From an optimization exercise on the open Yosys and OpenROAD flow, aimed at small area, a short achievable clock period and few clock cycles; shortcuts taken in it are not production practice.

run a:
==> flow/design.v <==
module alu(
    input logic clk,
    input logic rst,
    input logic in_alu,
    input logic[31:0] operand1,
    input logic[31:0] operand2,
    input logic [5:0]operation,
    input logic[5:0]op,
    input logic [4:0]shamt,
    output logic[31:0] result,
    output logic out_alu
);
localparam logic [1:0] ST_IDLE = 2'd0, ST_MUL = 2'd1, ST_DINIT = 2'd2, ST_DIV = 2'd3;
logic [1:0]  st;
logic [4:0]  cnt;
logic [31:0] rem;      
logic [4:0]  bdr;      
logic        swp;      
wire [31:0] A = operand1;
wire [31:0] B = operand2;
wire [3:0]  oc = operation[3:0];
wire op_add = (oc == 4'd13);
wire op_sub = (oc == 4'd1);
wire op_lt  = (oc == 4'd4);
wire op_gt  = (oc == 4'd5);
wire op_eq  = (oc == 4'd6);
wire op_sll = (oc == 4'd2);
wire op_srl = (oc == 4'd3);
wire op_sra = (oc == 4'd7);
wire op_rol = (oc == 4'd8) | (oc == 4'd10);
wire op_ror = (oc == 4'd9);
wire op_mul = (oc == 4'd11);
wire op_div = (oc == 4'd12);
wire op_cmp = op_lt | op_gt | op_eq;
wire idle    = (st == ST_IDLE);
wire s_mul   = (st == ST_MUL);
wire s_dinit = (st == ST_DINIT);
wire s_div   = (st == ST_DIV);
function automatic [7:0] sign_groups(input [31:0] x);
    logic z, o;
    z = ~x[31];
    o = x[31];
    sign_groups[7] = 1'b1;
    for (int g = 6; g >= 0; g--) begin
        z = z & ~(|x[4*g+3 +: 4]);
        o = o & (&x[4*g+3 +: 4]);
        sign_groups[g] = z | o;
    end
endfunction
function automatic [4:0] group_bits(input [31:0] x, input [2:0] g);
    logic [32:0] xe;
    xe = {x, 1'b0};
    group_bits = xe[{g, 2'b00} +: 5];
endfunction
function automatic [7:0] top_group(input [31:0] x, input [7:0] sgn);
    logic [32:0] xe;
    logic [4:0] b;
    logic [2:0] t;
    xe = {x, 1'b0};
    b = 5'd0;
    t = 3'd0;
    for (int g = 0; g < 8; g++)
        if (sgn[g] & ((g == 0) | ~sgn[(g == 0) ? 0 : g-1])) begin
            b = b | xe[4*g +: 5];
            t = t | g[2:0];
        end
    top_group = {t, b};
endfunction
wire [7:0] sga = sign_groups(A);
wire [7:0] sgb = sign_groups(B);
wire [7:0] tga = top_group(A, sga);
wire [7:0] tgb = top_group(B, sgb);
wire       swp_n = |(sga & ~sgb);     
wire [2:0] t0 = swp_n ? tga[7:5] : tgb[7:5];
wire [4:0] bd0 = swp_n ? tga[4:0] : tgb[4:0];
wire [31:0] dsrc  = swp ? A : B;
wire [31:0] mcand = rem;
function automatic [32:0] booth_pp(input [2:0] d, input [31:0] a);
    logic one, two, neg;
    logic [31:0] m;
    one = d[1] ^ d[0];
    two = (d[2] & ~d[1] & ~d[0]) | (~d[2] & d[1] & d[0]);
    neg = d[2];
    m = one ? a : (two ? {a[30:0], 1'b0} : 32'd0);
    booth_pp = {neg, m ^ {32{neg}}};
endfunction
wire [32:0] pplo = booth_pp(bdr[2:0], mcand);
wire [32:0] pphi = booth_pp(bdr[4:2], mcand);
wire [31:0] mx = {result[27:0], 1'b0, pphi[32], 1'b0, pplo[32]};
wire [31:0] my = pplo[31:0];
wire [31:0] mz = {pphi[29:0], 2'b00};
wire [31:0] csa_s = mx ^ my ^ mz;
wire [31:0] csa_c = {(mx[30:0] & my[30:0]) | (mx[30:0] & mz[30:0]) | (my[30:0] & mz[30:0]), 1'b0};
wire do_sub = s_div ? ~rem[31] : (~s_mul & ~(oc[3] & oc[0]));
wire [31:0] ax = s_mul ? csa_s : (s_div ? {rem[30:0], result[31]} : A);
wire [31:0] ay = s_mul ? csa_c : (B ^ {32{do_sub}});
wire [31:0] pp = ax ^ ay;
wire [31:0] gg = ax & ay;
logic [31:0] pg [0:5];
logic [31:0] gl [0:5];
assign gl[0] = {gg[31:1], gg[0] | (pp[0] & do_sub)};
assign pg[0] = {pp[31:1], 1'b0};
genvar lv, bi;
generate for (lv = 0; lv < 5; lv++) begin : g_lv
    for (bi = 0; bi < 32; bi++) begin : g_bi
        if (((bi >> lv) & 1) == 1) begin : g_op
            localparam integer J = ((bi >> lv) << lv) - 1;
            assign gl[lv+1][bi] = gl[lv][bi] | (pg[lv][bi] & gl[lv][J]);
            assign pg[lv+1][bi] = pg[lv][bi] & pg[lv][J];
        end else begin : g_pass
            assign gl[lv+1][bi] = gl[lv][bi];
            assign pg[lv+1][bi] = pg[lv][bi];
        end
    end
end endgenerate
wire [32:0] asum = {gl[5][31], pp ^ {gl[5][30:0], do_sub}};
wire borrow = ~asum[32];             
wire eq = &pp;                       
wire lt = borrow;
wire gt = ~borrow & ~eq;
wire cmp_bit = (op_lt & lt) | (op_gt & gt) | (op_eq & eq);
wire left = s_dinit | op_sll | op_rol;
wire [4:0] samt = s_dinit ? ~cnt : shamt;
wire [4:0] n = left ? (~samt + 5'd1) : samt;
wire [63:0] rr = {A, A} >> n;
wire [31:0] rot = rr[31:0];
logic [31:0] m;
genvar gj;
generate for (gj = 0; gj < 32; gj++) begin : g_mask
    assign m[gj] = left ? (5'(gj) >= samt) : ((6'(gj) + {1'b0, samt}) <= 6'd31);
end endgenerate
wire is_rot = op_rol | op_ror;
wire [31:0] shv = is_rot ? rot : ((rot & m) | (~m & {32{op_sra & A[31]}}));
function automatic [4:0] lead_pos(input [31:0] x);
    logic [15:0] v1; logic [15:0] p1;
    logic [7:0]  v2; logic [15:0] p2;
    logic [3:0]  v3; logic [11:0] p3;
    logic [1:0]  v4; logic [7:0]  p4;
    for (int i = 0; i < 16; i++) begin
        v1[i] = x[2*i+1] | x[2*i];
        p1[i] = x[2*i+1];
    end
    for (int i = 0; i < 8; i++) begin
        v2[i] = v1[2*i+1] | v1[2*i];
        p2[2*i +: 2] = v1[2*i+1] ? {1'b1, p1[2*i+1]} : {1'b0, p1[2*i]};
    end
    for (int i = 0; i < 4; i++) begin
        v3[i] = v2[2*i+1] | v2[2*i];
        p3[3*i +: 3] = v2[2*i+1] ? {1'b1, p2[2*(2*i+1) +: 2]} : {1'b0, p2[2*(2*i) +: 2]};
    end
    for (int i = 0; i < 2; i++) begin
        v4[i] = v3[2*i+1] | v3[2*i];
        p4[4*i +: 4] = v3[2*i+1] ? {1'b1, p3[3*(2*i+1) +: 3]} : {1'b0, p3[3*(2*i) +: 3]};
    end
    lead_pos = v4[1] ? {1'b1, p4[7:4]} : {1'b0, p4[3:0]};
endfunction
wire [4:0] sdiff = lead_pos(A) - lead_pos(B);
logic [31:0] res_n;
logic        out_n;
logic [1:0]  st_n;
logic [4:0]  cnt_n;
always_comb begin
    res_n = asum[31:0];
    out_n = 1'b0;
    st_n  = st;
    cnt_n = cnt - 5'd1;
    case (st)
    ST_IDLE: begin
        out_n = 1'b1;
        if (op_cmp) res_n = {31'd0, cmp_bit};
        else if (op_mul) begin
            res_n = 32'd0;
            out_n = 1'b0;
            st_n = ST_MUL;
            cnt_n = {2'b00, t0};
        end else if (op_div) begin
            res_n = 32'd0;
            out_n = lt;
            st_n = lt ? ST_IDLE : ST_DINIT;
            cnt_n = sdiff[4:0];
        end else if (!(op_add | op_sub)) res_n = shv;
    end
    ST_MUL: begin
        if (cnt[2:0] == 3'd0) begin
            out_n = 1'b1;
            st_n = ST_IDLE;
        end
    end
    ST_DINIT: begin
        res_n = shv;           
        cnt_n = cnt;
        st_n = ST_DIV;
    end
    default: begin
        res_n = {result[30:0], ~asum[31]};
        if (cnt == 5'd0) begin
            out_n = 1'b1;
            st_n = ST_IDLE;
        end
    end
    endcase
end
always_ff @(posedge clk) begin
    result <= res_n;
    cnt <= cnt_n;
    if (idle)         rem <= swp_n ? B : A;
    else if (s_dinit) rem <= rot & ~m;
    else if (s_div)   rem <= asum[31:0];
    bdr <= idle ? bd0 : group_bits(dsrc, cnt[2:0] - 3'd1);
    swp <= idle ? swp_n : swp;
    if (rst | ~in_alu) begin
        st <= ST_IDLE;
        out_alu <= 1'b0;
    end else begin
        st <= st_n;
        out_alu <= out_n;
    end
end
endmodule
export LEC_CHECK = 0
export ABC_AREA = 1
export CAP_MARGIN = 20
export CORE_MARGIN = 2
export CORE_UTILIZATION = 40
export PLACE_DENSITY = 0.6
export SLEW_MARGIN = 20
create_clock -name core_clock -period 11.0 [get_ports {clk}]
standard.sh (not shown) runs the stock make flow with config.mk's settings and CLKGATE_MAP_FILE= SYNTH_SCRIPT=/design/flow/synth_recipe.tcl, a recipe that flattens the netlist after the stock synthesis.
==> flow/flow/run.sh <==
#!/bin/bash
export BUFFER_PORTS_ARGS="-buffer_cell sky130_fd_sc_hd__buf_1"
export SETUP_SLACK_MARGIN=5.5
bash standard.sh > standard.log 2>&1
What run b does differently from run a at the input level:
--- a/flow/design.v
+++ b/flow/design.v
@@ -90,9 +90,9 @@
 wire [31:0] my = pplo[31:0];
 wire [31:0] mz = {pphi[29:0], 2'b00};
 wire [31:0] csa_s = mx ^ my ^ mz;
 wire [31:0] csa_c = {(mx[30:0] & my[30:0]) | (mx[30:0] & mz[30:0]) | (my[30:0] & mz[30:0]), 1'b0};
-wire do_sub = s_div ? ~rem[31] : (~s_mul & ~(oc[3] & oc[0]));
+wire do_sub = s_div ? ~rem[31] : (~s_mul & ~op_add);
 wire [31:0] ax = s_mul ? csa_s : (s_div ? {rem[30:0], result[31]} : A);
 wire [31:0] ay = s_mul ? csa_c : (B ^ {32{do_sub}});
 wire [31:0] pp = ax ^ ay;
 wire [31:0] gg = ax & ay;
- Comparing run b with run a, the arithmetic-cell share of the synthesized area counting full adders, half adders and majority gates came out essentially unchanged.
- Number of non-clock buffers in the layout: run b < run a
- When run b is set beside run a, its post-route worst setup slack turns out to be 0.065 ns larger.
- Worst slew margin relative to its limit ends up lower on run b.
- Changes observed in run b relative to run a: wire length per cell after detailed routing grew by about 1.2%, number of clock buffers in the layout picked up an extra 3, initial antenna violation count now sits lower, final-report max-slew violation count was more or less identical, synthesized area down 0.97%.
- Compared with run a, in run b shortest period the worst path allows fell 0.065 ns; total die area went down; highest clock frequency the design can meet went up 1.2%.
Function was not checked in any run of this note: the RTL went through the layout flow alone.

==> re-timing with driven ports <==
The results above use ideal ports. As a check the final layouts listed here were re-extracted and re-timed, cells and wires unchanged.
Step 1 (the two cells are an assumption about what drives the block):
set clk [get_ports {clk}]
set_driving_cell -lib_cell sky130_fd_sc_hd__clkbuf_16 $clk
set_driving_cell -lib_cell sky130_fd_sc_hd__buf_2 [delete_from_list [all_inputs] $clk]
Step 2 moves the port delays by t, midway between the first and last clock arrival at a register: inputs arrive t later, outputs are due t later. That takes back most of the time a late clock gives input paths.
Slacks: ideal / step 1 / step 2; pairs: ideal / step 1.
run	shift t [ns]	setup slack, ns	worst setup path after step 2	latest minus earliest clock arrival (ns)
run a	0.427	5.420 / 5.448 / 5.021	input to register	0.021 / 0.021
run b	0.429	5.485 / 5.493 / 5.064	input to register	0.017 / 0.017
After both steps setup and hold are still met in every run listed. The setup slack of run b, which loses most, moves by +0.008 ns with the drivers and by -0.421 ns with both steps.
